Background: an optimization exercise with open tools, aiming at small area, a short achievable clock period and few clock cycles. Do not read the settings as production practice.
In this exercise RTL edits were held to simulation tests only and were not proved equivalent to the original.

## before
==> module geofence, before the edit <==
module geofence(clk, reset, X, Y, valid, is_inside);
input clk;
input reset;
input [9:0] X;
input [9:0] Y;
output reg valid;
output reg is_inside;
reg [3:0] phase;             
reg [9:0] px, py;            
reg sx, sy;                  
reg [9:0] mx, my;            
reg lsx, lsy, rsx, rsy;
reg [9:0] lmx, lmy, rmx, rmy;
reg ins;
reg [3:0] hp;                
wire [10:0] dx = {1'b0, X} - {1'b0, px};
wire [10:0] dy = {1'b0, Y} - {1'b0, py};
wire [9:0] ax = (dx[9:0] ^ {10{dx[10]}}) + {9'd0, dx[10]};
wire [9:0] ay = (dy[9:0] ^ {10{dy[10]}}) + {9'd0, dy[10]};
wire [3:0] side = {dy[10], !dy[10] && dy != 11'd0, dx[10], !dx[10] && dx != 11'd0};
wire early_out = |(hp & side);
wire zx = mx == 10'd0, zy = my == 10'd0;
wire zlx = lmx == 10'd0, zly = lmy == 10'd0;
wire zrx = rmx == 10'd0, zry = rmy == 10'd0;
wire a_le, a_dn;
xsgn ua(.a(lmx), .b(my), .c(lmy), .d(mx), .le(a_le), .lt(a_dn));
wire a_dz = a_le && !a_dn;
wire a_s1 = lsx ^ sy, a_s2 = lsy ^ sx;
wire a_nz = !(zlx || zy) || !(zly || zx);
wire an = (a_s1 == a_s2) ? (a_s1 ? !(a_dn || a_dz) : a_dn) : (a_s1 && a_nz);
wire az = (a_s1 == a_s2) ? a_dz : !a_nz;
wire ap = !an && !az;
wire b_le, b_dn;
xsgn ub(.a(mx), .b(rmy), .c(my), .d(rmx), .le(b_le), .lt(b_dn));
wire b_dz = b_le && !b_dn;
wire b_s1 = sx ^ rsy, b_s2 = sy ^ rsx;
wire b_nz = !(zx || zry) || !(zy || zrx);
wire bn = (b_s1 == b_s2) ? (b_s1 ? !(b_dn || b_dz) : b_dn) : (b_s1 && b_nz);
wire bz = (b_s1 == b_s2) ? b_dz : !b_nz;
wire bp = !bn && !bz;
wire opp = (!zx && (sx ^ lsx)) || (!zy && (sy ^ lsy));
wire hit = (zx && zy) || (an && (bn || bz)) || (az && bn) || (az && bz && opp);
always @(posedge clk or posedge reset) begin
    if (reset) phase <= 4'd0;
    else if (phase == 4'd8) phase <= 4'd0;
    else if (phase == 4'd6 && (ins || hit || early_out)) phase <= 4'd8;   
    else phase <= phase + 4'd1;
end
always @(posedge clk) begin
    sx <= dx[10]; mx <= ax;
    sy <= dy[10]; my <= ay;
end
always @(posedge clk) begin
    if (phase == 4'd0) begin
        px <= X;
        py <= Y;
    end
    if (phase == 4'd1) hp <= side;
    else if (phase <= 4'd5) hp <= hp & side;
    if (phase == 4'd2) begin
        lsx <= sx; lmx <= mx; lsy <= sy; lmy <= my;
        rsx <= sx; rmx <= mx; rsy <= sy; rmy <= my;
        ins <= zx && zy;
    end else if (phase >= 4'd3 && phase <= 4'd7) begin
        if (hit) ins <= 1'b1;
        if (an && bp) begin lsx <= sx; lmx <= mx; lsy <= sy; lmy <= my; end
        if (ap && bn) begin rsx <= sx; rmx <= mx; rsy <= sy; rmy <= my; end
    end
end
always @(posedge clk or posedge reset) begin
    if (reset) begin
        valid <= 1'b0;
        is_inside <= 1'b0;
    end else begin
        valid <= (phase == 4'd7) || (phase == 4'd6 && (ins || hit || early_out));
        is_inside <= (phase == 4'd6 || phase == 4'd7) && (ins || hit);
    end
end
endmodule
==> flow/config.mk <==
export PLATFORM = sky130hd
export DESIGN_NAME = geofence
export DESIGN_NICKNAME = geofence
export VERILOG_FILES = /design/flow/design.v
export SDC_FILE = /design/flow/constraint.sdc
export NUM_CORES = 4
export LEC_CHECK = 0
export CAP_MARGIN = 20
export CORE_MARGIN = 2
export CORE_UTILIZATION = 40
export CTS_BUF_LIST = sky130_fd_sc_hd__clkbuf_4 sky130_fd_sc_hd__clkbuf_8
export CTS_CLUSTER_DIAMETER = 100
export CTS_CLUSTER_SIZE = 30
export PLACE_DENSITY = 0.6
export SETUP_SLACK_MARGIN = 5
export SLEW_MARGIN = 20
==> flow/constraint.sdc <==
create_clock -name core_clock -period 12.0 [get_ports {clk}]
set_input_delay 2.4000 -clock core_clock [delete_from_list [all_inputs] [get_ports {clk}]]
set_output_delay 2.4000 -clock core_clock [all_outputs]
set_load 0.01 [all_outputs]
standard.sh (not shown) runs the stock make flow with config.mk's settings and CLKGATE_MAP_FILE= SYNTH_SCRIPT=/design/flow/synth_recipe.tcl, a recipe that flattens the netlist after the stock synthesis.
==> flow/flow/run.sh <==
#!/bin/bash
# The standard layout, with one extra step between synthesis and floorplan:
# invopt.py removes the inverters that Yosys's full-adder extraction leaves between
# adders (see invopt.py). Each tool's output goes to a log of its own.
set -euo pipefail
R=orfs/results/$FLOW_PLATFORM/geofence/base
LIB=$FLOW_HOME/platforms/$FLOW_PLATFORM/lib/sky130_fd_sc_hd__tt_025C_1v80.lib
bash standard.sh synth > synth.log 2>&1
cp $R/1_2_yosys.v 1_2_yosys.synth.v
python3 flow/invopt.py $LIB 1_2_yosys.synth.v 1_2_yosys.invopt.v > invopt.log 2>&1
cp 1_2_yosys.invopt.v $R/1_2_yosys.v
bash standard.sh "CTS_ARGS=-sink_clustering_enable -repair_clock_nets -buf_list {sky130_fd_sc_hd__clkbuf_4 sky130_fd_sc_hd__clkbuf_8} -sink_clustering_size 30 -sink_clustering_max_diameter 100 -dont_use_dummy_load" finish > layout.log 2>&1
Other scripts of this flow, unchanged in this note and not shown: flow/flow/invopt.py
Testbench counts of before, summed over its fixed seeds: cycles 65,240.
> inputs changed (before -> after)
-- flow/design.v --
<<< before, line 13
reg [9:0] lmx, lmy, rmx, rmy;
reg ins;
reg [3:0] hp;                
wire [10:0] dx = {1'b0, X} - {1'b0, px};
wire [10:0] dy = {1'b0, Y} - {1'b0, py};
wire [9:0] ax = (dx[9:0] ^ {10{dx[10]}}) + {9'd0, dx[10]};
wire [9:0] ay = (dy[9:0] ^ {10{dy[10]}}) + {9'd0, dy[10]};
wire [3:0] side = {dy[10], !dy[10] && dy != 11'd0, dx[10], !dx[10] && dx != 11'd0};
wire early_out = |(hp & side);
wire zx = mx == 10'd0, zy = my == 10'd0;
wire zlx = lmx == 10'd0, zly = lmy == 10'd0;
>>> after, line 13
reg [9:0] lmx, lmy, rmx, rmy;
reg ins;
wire [10:0] dx = {1'b0, X} - {1'b0, px};
wire [10:0] dy = {1'b0, Y} - {1'b0, py};
wire [9:0] ax = (dx[9:0] ^ {10{dx[10]}}) + {9'd0, dx[10]};
wire [9:0] ay = (dy[9:0] ^ {10{dy[10]}}) + {9'd0, dy[10]};
wire zx = mx == 10'd0, zy = my == 10'd0;
wire zlx = lmx == 10'd0, zly = lmy == 10'd0;
<<< before, line 44
    if (reset) phase <= 4'd0;
    else if (phase == 4'd8) phase <= 4'd0;
    else if (phase == 4'd6 && (ins || hit || early_out)) phase <= 4'd8;   
    else phase <= phase + 4'd1;
end
>>> after, line 41
    if (reset) phase <= 4'd0;
    else if (phase == 4'd8) phase <= 4'd0;
    else if (phase == 4'd6 && (ins || hit)) phase <= 4'd8;   
    else phase <= phase + 4'd1;
end
<<< before, line 56
        py <= Y;
    end
    if (phase == 4'd1) hp <= side;
    else if (phase <= 4'd5) hp <= hp & side;
    if (phase == 4'd2) begin
        lsx <= sx; lmx <= mx; lsy <= sy; lmy <= my;
>>> after, line 53
        py <= Y;
    end
    if (phase == 4'd2) begin
        lsx <= sx; lmx <= mx; lsy <= sy; lmy <= my;
<<< before, line 73
        is_inside <= 1'b0;
    end else begin
        valid <= (phase == 4'd7) || (phase == 4'd6 && (ins || hit || early_out));
        is_inside <= (phase == 4'd6 || phase == 4'd7) && (ins || hit);
    end
>>> after, line 68
        is_inside <= 1'b0;
    end else begin
        valid <= (phase == 4'd7) || (phase == 4'd6 && (ins || hit));
        is_inside <= (phase == 4'd6 || phase == 4'd7) && (ins || hit);
    end
==> results.txt <==
Final cell area excluding filler cells, after vs before: down by a few percent
[compare] base=before new=after: floorplan die area saw a decrease; final-stage net count has decreased; detail-routed via count per cell -0.063.
The run with more routed wire is before, not after.
Testbench counts of after, summed over its fixed seeds: cycles 70,999.

re-timing with driven ports:
In the flow no input, the clock included, has a driving cell. The finished layouts below were timed again as built, in two steps.
Step 1: set_driving_cell puts a clkbuf_16 on clk and a buf_2 on each other input, an assumption about the parent block.
Step 2 adds t to the input delays and takes it off the output delays; t is the mean of the earliest and latest rising clock arrival at the registers after step 1. Input paths then give back, and output paths get back, about the clock's delay inside the block.
Slacks: ideal ports / drivers / drivers and shift; pairs: ideal ports / drivers.
| run | t (ns) | setup WS [ns] | slew at the worst register clock pin (ns) |
|---|---|---|---|
| before | 0.398 | 5.231 / 5.231 / 5.231 | 0.12 / 0.12 |
| after | 0.376 | 5.469 / 5.469 / 5.469 | 0.10 / 0.10 |
After both steps every run listed still meets setup and hold.
